Context: an optimization exercise on an open-source flow, tuned for small area and a short achievable clock period. The choices shown serve that exercise and are no tape-out recipe.
At most, simulation tests tie the RTL to the original design; equivalence was not proved.

Setup of v6:
==> flow/design.v <==
`timescale 1ns / 1ps
module pcpu(
    input clock,
    input enable,
    input reset,
    input start,
    input [15:0] i_datain,
    input [15:0] d_datain,
    output [7:0] i_addr,
    output [7:0] d_addr,
    output d_we,
    output [15:0] d_dataout
    );
    reg state;
    wire run = (state == 1'b1);
    reg w_halt;
    always @(posedge clock)
        if (reset)
            state <= 1'b0;
        else if (!run)
            state <= enable & start;
        else
            state <= enable & ~w_halt;
    reg [15:0] gr[0:7];
    reg [15:0] wdata;
    reg w_we;
    reg [2:0] w_dst;
    genvar g;
    generate
        for (g = 0; g < 8; g = g + 1) begin : rf
            always @(posedge clock)
                if (reset | (run & w_we & (w_dst == g)))
                    gr[g] <= wdata;
        end
    endgenerate
    reg [7:0] pc;
    reg [4:0] id_op;
    reg [10:0] id_f;
    reg [15:0] mem_c;
    wire taken;
    always @(posedge clock or posedge reset)
        if (reset) begin
            pc <= 8'b0;
            id_op <= 5'b0_0000;
        end else if (run) begin
            pc <= taken ? mem_c[7:0] : pc + 8'd1;
            id_op <= i_datain[15:11];
        end
    wire [4:0] f_op = i_datain[15:11];
    wire f_r1 = (f_op == 5'b1_0000) | (f_op == 5'b1_0011) | (f_op == 5'b0_1001) | (f_op == 5'b0_1011)
              | (f_op == 5'b1_1001) | (f_op[4:3] == 2'b11 && f_op[2:1] != 2'b00);
    wire f_store = (f_op == 5'b0_0011);
    reg [2:0] id_sa, id_sq;
    always @(posedge clock)
        if (run) begin
            id_f <= i_datain[10:0];
            id_sa <= f_r1 ? i_datain[10:8] : i_datain[6:4];
            id_sq <= f_store ? i_datain[10:8] : i_datain[2:0];
        end
    wire [4:0] op = id_op;
    wire [2:0] r1 = id_f[10:8];
    wire [7:0] imm = id_f[7:0];
    wire d_jump  = (op == 5'b1_1000);
    wire d_store = (op == 5'b0_0011);
    wire d_load  = (op == 5'b0_0010);
    wire d_shl   = (op == 5'b0_0100) | (op == 5'b0_0101);
    wire d_shr   = (op == 5'b0_0110) | (op == 5'b0_0111);
    wire d_and   = (op == 5'b0_1101);
    wire d_or    = (op == 5'b0_1110);
    wire d_xor   = (op == 5'b0_1111);
    wire d_subc  = (op == 5'b1_0010);
    wire d_addc  = (op == 5'b1_0001);
    wire d_sub   = (op == 5'b0_1010) | (op == 5'b0_1011) | (op == 5'b0_1100) | (op == 5'b1_0011);
    wire d_r3    = (op == 5'b0_1000) | (op == 5'b1_0001) | (op == 5'b0_1010) | (op == 5'b1_0010)
                 | (op == 5'b0_1100) | (op == 5'b0_1101) | (op == 5'b0_1110) | (op == 5'b0_1111);
    wire d_hi    = (op == 5'b1_0000) | (op == 5'b1_0011);
    wire d_v3    = d_load | d_store | d_shl | d_shr;
    wire d_fl    = d_shl | d_shr | d_and | d_or | d_xor | d_sub | d_subc | d_addc
                 | (op == 5'b0_1000) | (op == 5'b0_1001) | (op == 5'b1_0000);
    wire d_br    = (op[4:3] == 2'b11);
    wire d_halt  = (op == 5'b0_0001);
    wire [2:0] d_kind = d_load ? 3'd3 : d_store ? 3'd4 : d_br ? 3'd5 : d_halt ? 3'd6
                      : (op == 5'b0_1100) ? 3'd2 : d_fl ? 3'd1 : 3'd0;
    reg [15:0] port_a, port_q;
    integer r;
    always @(*) begin
        port_a = 16'b0;
        port_q = 16'b0;
        for (r = 0; r < 8; r = r + 1) begin
            port_a = port_a | (gr[r] & {16{(id_sa == r) & ~d_jump}});
            port_q = port_q | (gr[r] & {16{id_sq == r}});
        end
    end
    wire [15:0] rev_a;
    genvar k;
    generate
        for (k = 0; k < 16; k = k + 1) begin : rv
            assign rev_a[k] = port_a[15 - k];
        end
    endgenerate
    wire [15:0] a_next;
    assign a_next[15:8] = d_shl ? rev_a[15:8] : d_store ? port_q[7:0] : port_a[15:8];
    assign a_next[7:0]  = d_shl ? rev_a[7:0] : port_a[7:0];
    wire [15:0] b_val;
    assign b_val[3:0]  = d_r3 ? port_q[3:0] : d_hi ? 4'b0 : imm[3:0];
    assign b_val[7:4]  = d_r3 ? port_q[7:4] : (d_hi | d_v3) ? 4'b0 : imm[7:4];
    assign b_val[15:8] = (d_r3 | d_store) ? port_q[15:8] : d_hi ? imm : 8'b0;
    wire d_neg = d_sub | d_subc;
    reg [15:0] ex_a, ex_b;
    reg ex_and, ex_or, ex_xor, ex_shl, ex_shr, ex_ca, ex_cb;
    reg [2:0] ex_dst;
    reg [2:0] ex_k;
    always @(posedge clock)
        if (run) begin
            ex_a <= a_next;
            ex_b <= d_neg ? ~b_val : b_val;
            ex_and <= d_and;
            ex_or <= d_or;
            ex_xor <= d_xor;
            ex_shl <= d_shl;
            ex_shr <= d_shr;
            ex_ca <= d_addc | d_subc;
            ex_cb <= d_neg;
            ex_dst <= d_br ? op[2:0] : r1;
        end
    always @(posedge clock or posedge reset)
        if (reset) begin
            ex_k <= 3'd0;
        end else if (run) begin
            ex_k <= d_kind;
        end
    reg zf, nf, cf;
    wire ex_fl = (ex_k == 3'd1) | (ex_k == 3'd2);
    wire ex_st = (ex_k == 3'd4);
    wire ex_add = ~(ex_and | ex_or | ex_xor | ex_shl | ex_shr);
    wire cin = ex_ca ? (cf ^ ex_cb) : ex_cb;
    wire [17:0] sum18 = {1'b0, ex_a, 1'b1} + {1'b0, ex_b, cin};
    wire [15:0] sum = sum18[16:1];
    wire cout = sum18[17];
    wire [16:0] sh = {ex_a, cf} >> ex_b[3:0];
    reg [15:0] alu;
    integer j;
    always @(*)
        for (j = 0; j < 16; j = j + 1)
            alu[j] = (ex_add & sum[j])
                   | (ex_and & (ex_a[j] & ex_b[j]))
                   | (ex_or  & (ex_a[j] | ex_b[j]))
                   | (ex_xor & (ex_a[j] ^ ex_b[j]))
                   | (ex_shl & sh[16 - j])
                   | (ex_shr & sh[j + 1]);
    wire cf_next = (ex_add & (cout ^ ex_cb)) | ((ex_shl | ex_shr) & sh[0]);
    reg [7:0] smdr1;
    reg [2:0] m_dst;
    reg dw;
    reg [2:0] m_k;
    always @(posedge clock)
        if (run) begin
            mem_c[7:0] <= alu[7:0];
            mem_c[15:8] <= ex_st ? ex_b[15:8] : alu[15:8];
            smdr1 <= ex_a[15:8];
            m_dst <= ex_dst;
        end
    always @(posedge clock or posedge reset)
        if (reset) begin
            cf <= 1'b0;
            dw <= 1'b0;
            m_k <= 3'd0;
        end else if (run) begin
            if (ex_fl)
                cf <= cf_next;
            dw <= ex_st;
            m_k <= ex_k;
        end
    wire m_fl = (m_k == 3'd1) | (m_k == 3'd2);
    wire m_we = (m_k == 3'd1) | (m_k == 3'd3);
    wire m_ld = (m_k == 3'd3);
    wire m_br = (m_k == 3'd5);
    wire m_halt = (m_k == 3'd6);
    wire flag = m_dst[2] ? (m_dst[1] ? cf : nf) : zf;
    assign taken = m_br & ((m_dst[2:1] == 2'b00) | (flag ^ m_dst[0]));
    assign i_addr = pc;
    assign d_addr = mem_c[7:0];
    assign d_we = dw;
    assign d_dataout = {mem_c[15:8], smdr1};
    always @(posedge clock or posedge reset)
        if (reset) begin
            zf <= 1'b0;
            nf <= 1'b0;
            wdata <= 16'b0;
            w_halt <= 1'b0;
            w_we <= 1'b0;
        end else if (run) begin
            if (m_fl) begin
                zf <= (mem_c == 16'b0);
                nf <= mem_c[15];
            end
            wdata <= m_ld ? d_datain : mem_c;
            w_halt <= m_halt;
            w_we <= m_we;
        end
    always @(posedge clock)
        if (run)
            w_dst <= m_dst;
endmodule
==> flow/config.mk <==
export PLATFORM = sky130hd
export DESIGN_NAME = pcpu
export DESIGN_NICKNAME = pcpu
export VERILOG_FILES = /design/flow/design.v
export SDC_FILE = /design/flow/constraint.sdc
export NUM_CORES = 4
export LEC_CHECK = 0
export ABC_AREA = 1
export CAP_MARGIN = 0
export CORE_MARGIN = 2
export CORE_UTILIZATION = 40
export CTS_CLUSTER_DIAMETER = 100
export CTS_CLUSTER_SIZE = 20
export SETUP_SLACK_MARGIN = 2.8
export SLEW_MARGIN = 0
==> flow/constraint.sdc <==
create_clock -name core_clock -period 5.0 [get_ports {clock}]
set_input_delay 1.0000 -clock core_clock [delete_from_list [all_inputs] [get_ports {clock}]]
set_output_delay 1.0000 -clock core_clock [all_outputs]
set_load 0.01 [all_outputs]
standard.sh (not shown) runs the stock make flow with config.mk's settings and CLKGATE_MAP_FILE= SYNTH_SCRIPT=/design/flow/synth_recipe.tcl, a recipe that flattens the netlist after the stock synthesis.
==> flow/flow/run.sh <==
#!/bin/bash
# The standard layout, with the port buffers made of buf_2 cells instead of the
# resizer's default pick; each tool's output is in flow.log here.
set -euo pipefail
bash standard.sh BUFFER_PORTS_ARGS="-buffer_cell sky130_fd_sc_hd__buf_2" finish > flow.log 2>&1
### v6 -> v7
--- a/flow/design.v
+++ b/flow/design.v
@@ -84,26 +84,26 @@
     reg [15:0] port_a, port_q;
     integer r;
     always @(*) begin
         port_a = 16'b0;
         port_q = 16'b0;
         for (r = 0; r < 8; r = r + 1) begin
-            port_a = port_a | (gr[r] & {16{(id_sa == r) & ~d_jump}});
+            port_a = port_a | (gr[r] & {16{id_sa == r}});
             port_q = port_q | (gr[r] & {16{id_sq == r}});
         end
     end
     wire [15:0] rev_a;
     genvar k;
     generate
         for (k = 0; k < 16; k = k + 1) begin : rv
             assign rev_a[k] = port_a[15 - k];
         end
     endgenerate
     wire [15:0] a_next;
     assign a_next[15:8] = d_shl ? rev_a[15:8] : d_store ? port_q[7:0] : port_a[15:8];
-    assign a_next[7:0]  = d_shl ? rev_a[7:0] : port_a[7:0];
+    assign a_next[7:0]  = d_jump ? 8'b0 : d_shl ? rev_a[7:0] : port_a[7:0];
     wire [15:0] b_val;
     assign b_val[3:0]  = d_r3 ? port_q[3:0] : d_hi ? 4'b0 : imm[3:0];
     assign b_val[7:4]  = d_r3 ? port_q[7:4] : (d_hi | d_v3) ? 4'b0 : imm[7:4];
     assign b_val[15:8] = (d_r3 | d_store) ? port_q[15:8] : d_hi ? imm : 8'b0;
     wire d_neg = d_sub | d_subc;
     reg [15:0] ex_a, ex_b;
- v7 vs v6, critical path startpoint: mem_c[12]$_DFFE_PP_ vs mem_c[4]$_DFFE_PP_
- Of v7 and v6, the run reporting the higher global placement routability congestion was v7.
- Measured against each other, v7 and v6 differ in die area, the lower figure coming from v7.
- Compare v7 and v6 | global-route usage higher: v6
- v6 has a higher overall die height than v7.
- As far as critical path depth goes, v7 and v6 are indistinguishable; the numbers are identical.
- Summary: final non-filler cell area, v7 better than v6
- The final layouts of v7 and v6 pass the timing, design-rule and antenna checks.
- Sequential share of layout area | v7 above v6
- [v7] setup slack rose 0.081 ns relative to v6
- v7 vs v6: routed length on met2 down by a few percent
- Measured against each other, v7 and v6 differ in routed wire length, the lower figure coming from v7.
- Per the comparison of v7 with v6, maximum clock frequency now larger; number of input and output port buffers inserted flat.
Only the layout flow was run in v6; the RTL was not checked for function there.

## static timing again, ports no longer ideal
The results above use ideal ports. As a check the final layouts listed here were re-extracted and re-timed, cells and wires unchanged.
Step 1 (the two cells are an assumption about what drives the block):
set clk [get_ports {clock}]
set_driving_cell -lib_cell sky130_fd_sc_hd__clkbuf_16 $clk
set_driving_cell -lib_cell sky130_fd_sc_hd__buf_2 [delete_from_list [all_inputs] $clk]
Step 2 times the ports against the registers' clock, not the clock port: input delays grow and output delays shrink by t, the midpoint of the rising clock arrivals with the driver on.
Slacks: ideal / step 1 / step 2; pairs: ideal / step 1.
run	t (ns)	setup WS [ns]	worst hold slack (ns)	worst register clock-pin slew, ns
v6	0.577	2.679 / 2.622 / 2.524	0.424 / 0.424 / 0.424	0.10 / 0.10
v7	0.558	2.760 / 2.711 / 2.640	0.423 / 0.423 / 0.423	0.09 / 0.09
After both steps every run listed still meets setup and hold. The setup slack of v6, which loses most, moves by -0.057 ns with the drivers and by -0.155 ns with both steps.
